What follows belongs to an exercise in optimizing a design on an open flow for small area, a short achievable clock period and few clock cycles per item; a production flow would make more cautious choices. RTL that was checked went through simulation tests only; none was proved equivalent to the original. Power is estimated from default activity; no workload was simulated.

## red
==> flow/design.v <==
module fpadd (
    clk, reset, start,
    a, b,
    sum,
    done,
    nan
);
    input clk, reset, start;
    input [31:0] a, b;
    output [31:0] sum;
    output done;
    output nan;
    wire        sa = a[31], sb = b[31];
    wire [7:0]  ea = a[30:23], eb = b[30:23];
    wire [22:0] fa = a[22:0], fb = b[22:0];
    wire fa_z = (fa == 23'd0);
    wire fb_z = (fb == 23'd0);
    wire ea_0 = (ea == 8'd0), eb_0 = (eb == 8'd0);
    wire ea_1 = (ea == 8'hff), eb_1 = (eb == 8'hff);
    wire za = ea_0 & fa_z, zb = eb_0 & fb_z;    
    wire ia = ea_1 & fa_z, ib = eb_1 & fb_z;    
    wire na = ea_1 & ~fa_z, nb = eb_1 & ~fb_z;  
    wire is_nan = na | nb;
    wire special = za | zb | ia | ib;
    wire pick_b = za | (~zb & ~ia);
    wire [8:0] dab = {1'b0, ea} - {1'b0, eb};
    wire [7:0] dba = eb - ea;
    wire       e_lt = dab[8];
    wire       e_eq = (ea == eb);
    wire [7:0] d = e_lt ? dba : dab[7:0];
    wire        swap = special ? pick_b : e_lt;
    wire [23:0] mx = swap ? {1'b1, fb} : {1'b1, fa};
    wire [23:0] my = swap ? {1'b1, fa} : {1'b1, fb};
    wire [7:0]  ex = swap ? eb : ea;
    wire        sub = (sa ^ sb) & ~special;
    wire        sx0 = swap ? sb : sa;
    wire kill = special | (d[7:5] != 3'd0);
    wire [23:0] ys = kill ? 24'd0 : (my >> d[4:0]);
    wire [23:0] yo = ys ^ {24{sub}};
    wire [23:0] p = mx ^ yo;
    wire [23:0] g = mx & yo;
    wire        neg = sub & e_eq & (fa < fb);
    wire        sx = sx0 ^ neg;
    wire        cin = sub & ~neg;
    wire [23:0] pn = p ^ {24{neg}};
    wire pg1_g = g[0] | (p[0] & cin);
    wire pg2_g = g[2] | (p[2] & g[1]);
    wire pg2_p = p[2] & p[1];
    wire pg3_g = g[4] | (p[4] & g[3]);
    wire pg3_p = p[4] & p[3];
    wire pg4_g = g[6] | (p[6] & g[5]);
    wire pg4_p = p[6] & p[5];
    wire pg5_g = g[8] | (p[8] & g[7]);
    wire pg5_p = p[8] & p[7];
    wire pg6_g = g[10] | (p[10] & g[9]);
    wire pg6_p = p[10] & p[9];
    wire pg7_g = g[12] | (p[12] & g[11]);
    wire pg7_p = p[12] & p[11];
    wire pg8_g = g[14] | (p[14] & g[13]);
    wire pg8_p = p[14] & p[13];
    wire pg9_g = g[16] | (p[16] & g[15]);
    wire pg9_p = p[16] & p[15];
    wire pg10_g = g[18] | (p[18] & g[17]);
    wire pg10_p = p[18] & p[17];
    wire pg11_g = g[20] | (p[20] & g[19]);
    wire pg11_p = p[20] & p[19];
    wire pg12_g = g[22] | (p[22] & g[21]);
    wire pg12_p = p[22] & p[21];
    wire pg13_g = g[1] | (p[1] & pg1_g);
    wire pg14_g = pg2_g | (pg2_p & pg1_g);
    wire pg15_g = g[5] | (p[5] & pg3_g);
    wire pg15_p = p[5] & pg3_p;
    wire pg16_g = pg4_g | (pg4_p & pg3_g);
    wire pg16_p = pg4_p & pg3_p;
    wire pg17_g = g[9] | (p[9] & pg5_g);
    wire pg17_p = p[9] & pg5_p;
    wire pg18_g = pg6_g | (pg6_p & pg5_g);
    wire pg18_p = pg6_p & pg5_p;
    wire pg19_g = g[13] | (p[13] & pg7_g);
    wire pg19_p = p[13] & pg7_p;
    wire pg20_g = pg8_g | (pg8_p & pg7_g);
    wire pg20_p = pg8_p & pg7_p;
    wire pg21_g = g[17] | (p[17] & pg9_g);
    wire pg21_p = p[17] & pg9_p;
    wire pg22_g = pg10_g | (pg10_p & pg9_g);
    wire pg22_p = pg10_p & pg9_p;
    wire pg23_g = g[21] | (p[21] & pg11_g);
    wire pg23_p = p[21] & pg11_p;
    wire pg24_g = pg12_g | (pg12_p & pg11_g);
    wire pg24_p = pg12_p & pg11_p;
    wire pg25_g = g[3] | (p[3] & pg14_g);
    wire pg26_g = pg3_g | (pg3_p & pg14_g);
    wire pg27_g = pg15_g | (pg15_p & pg14_g);
    wire pg28_g = pg16_g | (pg16_p & pg14_g);
    wire pg29_g = g[11] | (p[11] & pg18_g);
    wire pg29_p = p[11] & pg18_p;
    wire pg30_g = pg7_g | (pg7_p & pg18_g);
    wire pg30_p = pg7_p & pg18_p;
    wire pg31_g = pg19_g | (pg19_p & pg18_g);
    wire pg31_p = pg19_p & pg18_p;
    wire pg32_g = pg20_g | (pg20_p & pg18_g);
    wire pg32_p = pg20_p & pg18_p;
    wire pg33_g = g[19] | (p[19] & pg22_g);
    wire pg33_p = p[19] & pg22_p;
    wire pg34_g = pg11_g | (pg11_p & pg22_g);
    wire pg34_p = pg11_p & pg22_p;
    wire pg35_g = pg23_g | (pg23_p & pg22_g);
    wire pg35_p = pg23_p & pg22_p;
    wire pg36_g = pg24_g | (pg24_p & pg22_g);
    wire pg36_p = pg24_p & pg22_p;
    wire pg37_g = g[7] | (p[7] & pg28_g);
    wire pg38_g = pg5_g | (pg5_p & pg28_g);
    wire pg39_g = pg17_g | (pg17_p & pg28_g);
    wire pg40_g = pg18_g | (pg18_p & pg28_g);
    wire pg41_g = pg29_g | (pg29_p & pg28_g);
    wire pg42_g = pg30_g | (pg30_p & pg28_g);
    wire pg43_g = pg31_g | (pg31_p & pg28_g);
    wire pg44_g = pg32_g | (pg32_p & pg28_g);
    wire pg45_g = g[23] | (p[23] & pg36_g);
    wire pg45_p = p[23] & pg36_p;
    wire pg46_g = g[15] | (p[15] & pg44_g);
    wire pg47_g = pg9_g | (pg9_p & pg44_g);
    wire pg48_g = pg21_g | (pg21_p & pg44_g);
    wire pg49_g = pg22_g | (pg22_p & pg44_g);
    wire pg50_g = pg33_g | (pg33_p & pg44_g);
    wire pg51_g = pg34_g | (pg34_p & pg44_g);
    wire pg52_g = pg35_g | (pg35_p & pg44_g);
    wire pg53_g = pg36_g | (pg36_p & pg44_g);
    wire pg54_g = pg45_g | (pg45_p & pg44_g);
    wire [24:0] c = {pg54_g, pg53_g, pg52_g, pg51_g, pg50_g, pg49_g, pg48_g, pg47_g, pg46_g, pg44_g, pg43_g, pg42_g, pg41_g, pg40_g, pg39_g, pg38_g, pg37_g, pg28_g, pg27_g, pg26_g, pg25_g, pg14_g, pg13_g, pg1_g, cin};
    wire [24:0] r = {c[24] & ~sub, pn ^ c[23:0]};
    reg [24:0] r_q;
    reg [7:0]  e_q;      
    reg        s_q;
    reg        nan_q;
    reg        done_q;
    always @(posedge clk) begin
        if (start) begin
            r_q   <= r;
            e_q   <= ex + 8'd1;
            s_q   <= sx;
            nan_q <= is_nan;
        end
        if (reset)
            done_q <= 1'b0;
        else if (start)
            done_q <= 1'b1;
    end
    reg [4:0] lz;
    integer i;
    always @(*) begin
        lz = 5'd25;
        for (i = 0; i < 25; i = i + 1)
            if (r_q[i]) lz = 5'd24 - i;
    end
    wire [4:0]  k = nan_q ? 5'd24 : lz;
    wire [24:0] rn = r_q << k;
    wire        zero = ~rn[24] | nan_q;
    wire [7:0]  en = e_q - {3'd0, k};
    assign sum  = {{9{~zero}} & {s_q, en}, rn[23:1]};
    assign nan  = nan_q;
    assign done = done_q;
endmodule
==> flow/config.mk <==
export PLATFORM = sky130hd
export DESIGN_NAME = fpadd
export DESIGN_NICKNAME = fpadd
export VERILOG_FILES = /design/flow/design.v
export SDC_FILE = /design/flow/constraint.sdc
export NUM_CORES = 4
export LEC_CHECK = 0
export ABC_AREA = 1
export CAP_MARGIN = 20
export CORE_MARGIN = 2
export CORE_UTILIZATION = 60
export SETUP_SLACK_MARGIN = 5
export SLEW_MARGIN = 20
==> flow/constraint.sdc <==
create_clock -name core_clock -period 13.0 [get_ports {clk}]
set_input_delay 2.6000 -clock core_clock [delete_from_list [all_inputs] [get_ports {clk}]]
set_output_delay 2.6000 -clock core_clock [all_outputs]
set_load 0.01 [all_outputs]
standard.sh (not shown) runs the stock make flow with config.mk's settings and CLKGATE_MAP_FILE= SYNTH_SCRIPT=/design/flow/synth_recipe.tcl, a recipe that flattens the netlist after the stock synthesis.
==> flow/flow/run.sh <==
#!/bin/bash
# The standard layout (the standard.sh, unchanged synthesis), except that
# the port buffers are sky130_fd_sc_hd__buf_1 instead of the default choice.
# The full make output goes to standard_flow.log in the work folder.
set -euo pipefail
bash standard.sh BUFFER_PORTS_ARGS="-buffer_cell sky130_fd_sc_hd__buf_1" finish > standard_flow.log 2>&1
red completed end to end with timing, DRC and antenna clean.
Testbench counts of red, summed over its fixed seeds: cycles 48,000, items 24,000.
Changes in blue relative to red:
==> flow/flow/run.sh <==
#!/bin/bash
# Standard layout with extra ORFS settings: BUFFER_PORTS_ARGS="-buffer_cell sky130_fd_sc_hd__buf_1" SETUP_SLACK_MARGIN=6
set -euo pipefail
bash standard.sh BUFFER_PORTS_ARGS="-buffer_cell sky130_fd_sc_hd__buf_1" SETUP_SLACK_MARGIN=6 finish > standard_flow.log 2>&1
==> comparison <==
- blue has final critical path time including I/O delays and setup below what red had.
- Synthesis-to-finish area growth (higher): blue
- Of blue and red, it is blue that has the higher wire length of the first global-routing pass.
- Changes observed in blue relative to red: sequential portion of the cell area now sits lower, routed wire length picked up an extra about 12%, met3 track demand over resource shows an increase of 0.51 points.
- For the cell count, blue came in 47 higher than red did.
- Share of cells above drive strength 1 in blue is 9.6 points above red.
- As far as sequential cell count goes, red and blue are indistinguishable; the numbers are identical.
- Re share of total power in the clock network: blue is 1.0 points down on red.
- Power per standard cell area: higher on red

---

// fpadd: RTL as listed in full above, without the edits since
Settings: LEC_CHECK=0, ABC_AREA=1, CAP_MARGIN=20, CORE_MARGIN=2, CORE_UTILIZATION=60, SETUP_SLACK_MARGIN=5, SLEW_MARGIN=20; clock period 13.0 ns.
==> flow/flow/run.sh <==
#!/bin/bash
# Standard layout with extra ORFS settings: BUFFER_PORTS_ARGS="-buffer_cell sky130_fd_sc_hd__buf_1" SETUP_SLACK_MARGIN=5.5
set -euo pipefail
bash standard.sh BUFFER_PORTS_ARGS="-buffer_cell sky130_fd_sc_hd__buf_1" SETUP_SLACK_MARGIN=5.5 finish > standard_flow.log 2>&1
The baseline completed without violations.
Testbench counts at the start, summed over its fixed seeds: cycles 48,000, items 24,000.
Then changed:
==> flow/flow/run.sh (replaced) <==
#!/bin/bash
# Standard layout with extra ORFS settings: BUFFER_PORTS_ARGS="-buffer_cell sky130_fd_sc_hd__buf_1"
set -euo pipefail
bash standard.sh BUFFER_PORTS_ARGS="-buffer_cell sky130_fd_sc_hd__buf_1" finish > standard_flow.log 2>&1
The changed run ran to the end with no violations.
Total power falls by 2.3%.
Non-clock buffer count falls by 10.
Via count falls by 2.1%.
Utilization falls by 1.3 points.
Count of clock-buffer cells in the layout is unchanged.
Area after synthesis does not change.
Routed wire length falls by 2.7%.
Fmax falls by 2.1%.
Then changed:
- CORE_UTILIZATION: 60 -> 75
What happened: The new run produced a clean layout; power hardly moves; synthesized cell count does not change; first-iteration DRC count is higher by well over a third; setup slack gets worse by 0.20 ns; synthesized area stays the same; via count is higher by a little under a tenth.
Then changed:
- CORE_UTILIZATION: 75 -> 50
- CTS_BUF_LIST: not set -> sky130_fd_sc_hd__clkbuf_4 sky130_fd_sc_hd__clkbuf_8
What happened: The changed run finished with timing, DRC and antenna clean. Register-to-register slack hardly moves. Hold slack hardly moves. Cell area grows by about 0.9%. Total power drops by 2.2%. Sequential share of layout area fell by 0.12 points. Utilization decreases by 28 points. Worst setup slack gains 0.029 ns. First-iteration DRC count shrinks by 45%. Via count falls by 7.5%.
Then changed:
- CORE_UTILIZATION: 50 -> 60
After rerunning:
- register-to-register slack is about the same
- routed wire length fell by 5.0%
- sequential power barely changes
- worst setup slack is better by 0.19 ns
- area after synthesis stays the same
- sequential share of layout area stays flat
- total power goes down by 1.7%
- final area fell by about 0.6%
- utilization went up by 11 points
- clock power shrinks by 13%
- via count increases by 0.85%
Then changed:
==> flow/flow/run.sh (replaced) <==
#!/bin/bash
# The standard layout (the standard.sh, unchanged synthesis), with
# sky130_fd_sc_hd__buf_1 port buffers; timing repair aims at a setup margin of
# 6 ns up to clock tree synthesis and 5 ns after global routing.
# Each make run's full output goes to its own log in the work folder.
set -euo pipefail
PB='BUFFER_PORTS_ARGS=-buffer_cell sky130_fd_sc_hd__buf_1'
bash standard.sh "$PB" SETUP_SLACK_MARGIN=6  cts > flow_to_cts.log 2>&1
bash standard.sh "$PB" SETUP_SLACK_MARGIN=5  finish > flow_finish.log 2>&1
=> The changed run passed the timing, design-rule and antenna checks; first-iteration DRC count grows by 17%; utilization rises by 1.3 points; final area came out higher by 2.0%; sequential share of layout area came out lower by 0.25 points; total power went up by 1.9%; hold slack gains 0.0087 ns; global-route usage goes up by 1.0 points; clock power barely changes; cell count rises by 0.40%.

---

Another version of the RTL of fpadd (not shown whole).
Size in the first run: ~1300 cells after synthesis, about 36 flip-flops, about 0.0075 mm^2 of cells after synthesis.
export LEC_CHECK = 0
export ABC_AREA = 1
export CAP_MARGIN = 20
export CORE_MARGIN = 2
export CORE_UTILIZATION = 60
export CTS_BUF_LIST = sky130_fd_sc_hd__clkbuf_4 sky130_fd_sc_hd__clkbuf_8
export SETUP_SLACK_MARGIN = 5
export SLEW_MARGIN = 20
create_clock -name core_clock -period 13.0 [get_ports {clk}]
==> flow/flow/run.sh <==
#!/bin/bash
# Standard layout with extra ORFS settings: BUFFER_PORTS_ARGS="-buffer_cell sky130_fd_sc_hd__buf_1"
set -euo pipefail
bash standard.sh BUFFER_PORTS_ARGS="-buffer_cell sky130_fd_sc_hd__buf_1" finish > standard_flow.log 2>&1
Rerun with:
==> flow/flow/run.sh (replaced) <==
#!/bin/bash
# The standard layout (the standard.sh, unchanged synthesis), with
# sky130_fd_sc_hd__buf_1 port buffers; timing repair aims at a setup margin of
# 7 ns up to clock tree synthesis and 5 ns after global routing.
# Each make run's full output goes to its own log in the work folder.
set -euo pipefail
PB='BUFFER_PORTS_ARGS=-buffer_cell sky130_fd_sc_hd__buf_1'
bash standard.sh "$PB" SETUP_SLACK_MARGIN=7  cts > flow_to_cts.log 2>&1
bash standard.sh "$PB" SETUP_SLACK_MARGIN=5  finish > flow_finish.log 2>&1
First-iteration DRC count climbs by about 34%.
Sequential share of layout area went down by 1.2 points.
Sequential power is about the same.
Synthesized cell count is unchanged.
Rerun with:
==> flow/flow/run.sh (replaced) <==
#!/bin/bash
# The standard layout (the standard.sh, unchanged synthesis), with
# sky130_fd_sc_hd__buf_1 port buffers; timing repair aims at a setup margin of
# 6 ns up to clock tree synthesis and 5.7 ns after global routing.
# Each make run's full output goes to its own log in the work folder.
set -euo pipefail
PB='BUFFER_PORTS_ARGS=-buffer_cell sky130_fd_sc_hd__buf_1'
bash standard.sh "$PB" SETUP_SLACK_MARGIN=6  cts > flow_to_cts.log 2>&1
bash standard.sh "$PB" SETUP_SLACK_MARGIN=5.7  finish > flow_finish.log 2>&1
=>
- The new run finished with timing, DRC and antenna clean
- cell count decreases by 2.3%
- clock-buffer cell count falls by 2
- combinational power goes down by 9.7%
No functional check of the RTL was part of any run of this note.

---

Another version of the RTL of fpadd (not shown whole).
For scale: about 1400 cells after synthesis, roughly 36 flip-flops, ~100 I/O pins, roughly 8200 µm² of cells after synthesis.
clock: 13.0 ns
lec_check: 0
abc_area: 1
cap_margin: 20
core_margin: 2
core_utilization: 60
setup_slack_margin: 4
slew_margin: 20
run.sh (not shown) runs the stock make flow with config.mk's settings and CLKGATE_MAP_FILE= SYNTH_SCRIPT=/design/flow/synth_recipe.tcl, a recipe that flattens the netlist after the stock synthesis.
Stock flow here: none of the scripts above is used.
Testbench counts at the start, summed over its fixed seeds: cycles 48,000, items 24,000.
==> next run, changes <==
Settings changed: ABC_AREA 1 to not set, CORE_UTILIZATION 60 to 40, SETUP_SLACK_MARGIN 4 to not set.
Outcome: Clock skew is unchanged; critical path depth came out lower by 14; cell area rose slightly; core utilization went down by 25 points; setup slack got worse by 2.8 ns; global-route usage goes down by 8.8 points; total power is lower by a few percent; count of clock-buffer cells in the layout came out higher by 1; routed wire length climbs by roughly a tenth; maximum frequency drops by a quarter to a third.
==> next run, changes <==
Settings changed: ABC_AREA set to 1, CORE_UTILIZATION 40 to 60.
Flip-flop and latch count is unchanged.
Count of clock-buffer cells in the layout decreases by 1.
Area after synthesis decreases by 2.6%.
Non-clock buffer count decreases by 9.
Sequential share of layout area increases by 0.49 points.
Core utilization increases by 23 points.
Wire length decreases by 14%.

## separate check: timing with driven ports
In the flow no input, the clock included, has a driving cell. The finished layouts below were timed again as built, in two steps.
Step 1: set_driving_cell puts a clkbuf_16 on clk and a buf_2 on each other input, an assumption about the parent block.
Step 2, shift: input delay + t, output delay - t, t = (earliest + latest rising clock arrival at the registers) / 2. This alone moves slack from input paths to output paths.
a / b / c = ideal / step 1 / step 2; a / b = the first two.
| run | shift t [ns] | slack for setup (ns) | worst register clock-pin slew, ns |
|---|---|---|---|
| red | 0.312 | 5.730 / 5.740 / 5.428 | 0.05 / 0.05 |
| blue | 0.314 | 6.158 / 6.150 / 5.837 | 0.06 / 0.06 |
| the first run of note 2 | 0.313 | 5.884 / 5.894 / 5.581 | 0.06 / 0.06 |
| the second run of note 2 | 0.312 | 5.730 / 5.740 / 5.428 | 0.05 / 0.05 |
| the third run of note 2 | 0.325 | 5.527 / 5.530 / 5.205 | 0.08 / 0.08 |
| the fourth run of note 2 | 0.311 | 5.556 / 5.566 / 5.254 | 0.07 / 0.07 |
| the fifth run of note 2 | 0.315 | 5.742 / 5.745 / 5.431 | 0.07 / 0.07 |
| the sixth run of note 2 | 0.316 | 5.918 / 5.923 / 5.607 | 0.07 / 0.07 |
| the first run of note 3 | 0.317 | 5.655 / 5.660 / 5.343 | 0.08 / 0.08 |
| the second run of note 3 | 0.326 | 6.199 / 6.184 / 5.858 | 0.08 / 0.08 |
| the third run of note 3 | 0.318 | 6.001 / 6.008 / 5.690 | 0.08 / 0.08 |
| the first run of note 4 | 0.323 | 4.341 / 4.352 / 4.030 | 0.06 / 0.06 |
| the second run of note 4 | 0.315 | 1.543 / 1.554 / 1.239 | 0.06 / 0.06 |
| the third run of note 4 | 0.324 | 3.609 / 3.624 / 3.300 | 0.06 / 0.06 |
After both steps every run listed still meets setup and hold. The setup slack of the second run of note 3, which loses most, moves by -0.015 ns with the drivers and by -0.341 ns with both steps.
